This design comes from an exercise in tuning for small area and a short achievable clock period on the open sky130 flow, not from production work.
Only simulation tests tie the RTL to the original design; equivalence was not proved.
Power is estimated from default activity; no workload was simulated.

==> inputs of v37 <==
// schoolbook
module schoolbook(clk, rst, a, b, c);
input clk;
input rst;
input [282:0] a;
input [282:0] b;
output [565:0] c;
reg  [282:0] am;
reg  [282:0] hi;
reg  [282:0] lo;
reg  [8:0]   count;
reg          first;
reg          done;
wire         bn = first ? b[1] : lo[1];
wire [282:0] g0 = hi & am;
wire [282:0] p0 = hi ^ am;
wire g1_1 = g0[1] | (p0[1] & g0[0]);
wire p1_1 = p0[1] & p0[0];
wire g1_3 = g0[3] | (p0[3] & g0[2]);
wire p1_3 = p0[3] & p0[2];
wire g1_5 = g0[5] | (p0[5] & g0[4]);
wire p1_5 = p0[5] & p0[4];
wire g1_7 = g0[7] | (p0[7] & g0[6]);
wire p1_7 = p0[7] & p0[6];
wire g1_9 = g0[9] | (p0[9] & g0[8]);
wire p1_9 = p0[9] & p0[8];
wire g1_11 = g0[11] | (p0[11] & g0[10]);
wire p1_11 = p0[11] & p0[10];
wire g1_13 = g0[13] | (p0[13] & g0[12]);
wire p1_13 = p0[13] & p0[12];
wire g1_15 = g0[15] | (p0[15] & g0[14]);
wire p1_15 = p0[15] & p0[14];
wire g1_17 = g0[17] | (p0[17] & g0[16]);
wire p1_17 = p0[17] & p0[16];
wire g1_19 = g0[19] | (p0[19] & g0[18]);
wire p1_19 = p0[19] & p0[18];
wire g1_21 = g0[21] | (p0[21] & g0[20]);
wire p1_21 = p0[21] & p0[20];
wire g1_23 = g0[23] | (p0[23] & g0[22]);
wire p1_23 = p0[23] & p0[22];
wire g1_25 = g0[25] | (p0[25] & g0[24]);
wire p1_25 = p0[25] & p0[24];
wire g1_27 = g0[27] | (p0[27] & g0[26]);
wire p1_27 = p0[27] & p0[26];
wire g1_29 = g0[29] | (p0[29] & g0[28]);
wire p1_29 = p0[29] & p0[28];
wire g1_31 = g0[31] | (p0[31] & g0[30]);
wire p1_31 = p0[31] & p0[30];
wire g1_33 = g0[33] | (p0[33] & g0[32]);
wire p1_33 = p0[33] & p0[32];
wire g1_35 = g0[35] | (p0[35] & g0[34]);
wire p1_35 = p0[35] & p0[34];
wire g1_37 = g0[37] | (p0[37] & g0[36]);
wire p1_37 = p0[37] & p0[36];
wire g1_39 = g0[39] | (p0[39] & g0[38]);
wire p1_39 = p0[39] & p0[38];
wire g1_41 = g0[41] | (p0[41] & g0[40]);
wire p1_41 = p0[41] & p0[40];
wire g1_43 = g0[43] | (p0[43] & g0[42]);
wire p1_43 = p0[43] & p0[42];
wire g1_45 = g0[45] | (p0[45] & g0[44]);
wire p1_45 = p0[45] & p0[44];
wire g1_47 = g0[47] | (p0[47] & g0[46]);
wire p1_47 = p0[47] & p0[46];
wire g1_49 = g0[49] | (p0[49] & g0[48]);
wire p1_49 = p0[49] & p0[48];
wire g1_51 = g0[51] | (p0[51] & g0[50]);
wire p1_51 = p0[51] & p0[50];
wire g1_53 = g0[53] | (p0[53] & g0[52]);
wire p1_53 = p0[53] & p0[52];
  ...
export LEC_CHECK = 0
export CAP_MARGIN = 20
export CORE_AREA = 5 5 395 395
export DIE_AREA = 0 0 400 400
export PLACE_DENSITY = 0.6
export SLEW_MARGIN = 40
create_clock -name core_clock -period 14.0 [get_ports {clk}]
standard.sh (not shown) runs the stock make flow with config.mk's settings and CLKGATE_MAP_FILE= SYNTH_SCRIPT=/design/flow/synth_recipe.tcl, a recipe that flattens the netlist after the stock synthesis.
==> flow/flow/run.sh <==
#!/bin/bash
set -euo pipefail
bash standard.sh SETUP_SLACK_MARGIN=10 BUFFER_PORTS_ARGS="-buffer_cell sky130_fd_sc_hd__buf_1" finish > standard.log 2>&1
==> inputs of v34, as changes to v37 <==
==> flow/flow/run.sh (replaced) <==
#!/bin/bash
set -euo pipefail
bash standard.sh SETUP_SLACK_MARGIN=9.75 BUFFER_PORTS_ARGS="-buffer_cell sky130_fd_sc_hd__buf_1" finish > standard.log 2>&1
==> inputs of v11, as changes to v37 <==
==> flow/flow/run.sh (replaced) <==
#!/bin/bash
set -euo pipefail
bash standard.sh SETUP_SLACK_MARGIN=9 BUFFER_PORTS_ARGS="-buffer_cell sky130_fd_sc_hd__buf_1" finish > standard.log 2>&1
==> run_results.csv <==
group,metric,value,unit
run_status,outcome,"finished clean",
finish,clock_area_share,6.55,%
setup_path,crit_family,"buffers and inverters",
detailed_routing,met2RoutedLength,88700,um
power,internal-power,0.00588,W
global_route,total_routing_usage_reported_by_global_routing,23.6,%
global_route,grt_start_max_net_pins,155,
placement,dp_hpwl,161000,um
finish,nonClkBufAreaFrac,8.73,%
detailed_routing,final_wl,199000,um
(the above is from v11)
==> run_results.csv <==
group,metric,value,unit
run_status,outcome,"finished clean",
global_route,total_routing_usage_reported_by_global_routing,23.8,%
detailed_routing,met2RoutedLength,92700,um
finish,nonClkBufAreaFrac,18.4,%
finish,clock_area_share,5.51,%
(the above is from v37)
==> run_results.csv <==
group,metric,value,unit
placement,dp_hpwl,161000,um
global_route,grt_start_max_net_pins,155,
run_status,outcome,"finished clean",
finish,clock_area_share,6.31,%
cts,numCtsBuffers,101,
detailed_routing,final_wl,202000,um
setup_path,crit_family,"flip-flops",
global_route,total_routing_usage_reported_by_global_routing,23.7,%
detailed_routing,met2RoutedLength,90200,um
finish,nonClkBufAreaFrac,10.8,%
(the above is from v34)

## static timing again, ports no longer ideal
How much do the figures lean on ideal ports? The routed layouts below were timed once more, with nothing changed but the port constraints. Step 1: set_driving_cell puts a clkbuf_16 on clk and a buf_2 on each other input, an assumption about the parent block. Step 2 adds t to the input delays and takes it off the output delays; t is the mean of the earliest and latest rising clock arrival at the registers after step 1. Input paths then give back, and output paths get back, about the clock's delay inside the block. Slacks: ideal ports / drivers / drivers and shift; pairs: ideal ports / drivers.
run | t (ns) | setup WS [ns] | cell pins on the clock port's net
v37 | 0.787 | 9.646 / 9.571 / 9.346 | 1
v34 | 0.760 | 9.620 / 9.545 / 9.188 | 1
v11 | 0.756 | 9.289 / 9.217 / 8.824 | 1
After both steps setup and hold are still met in every run listed. For v11, which loses most, drivers alone change the setup slack by -0.072 ns; drivers and shift together by -0.465 ns.
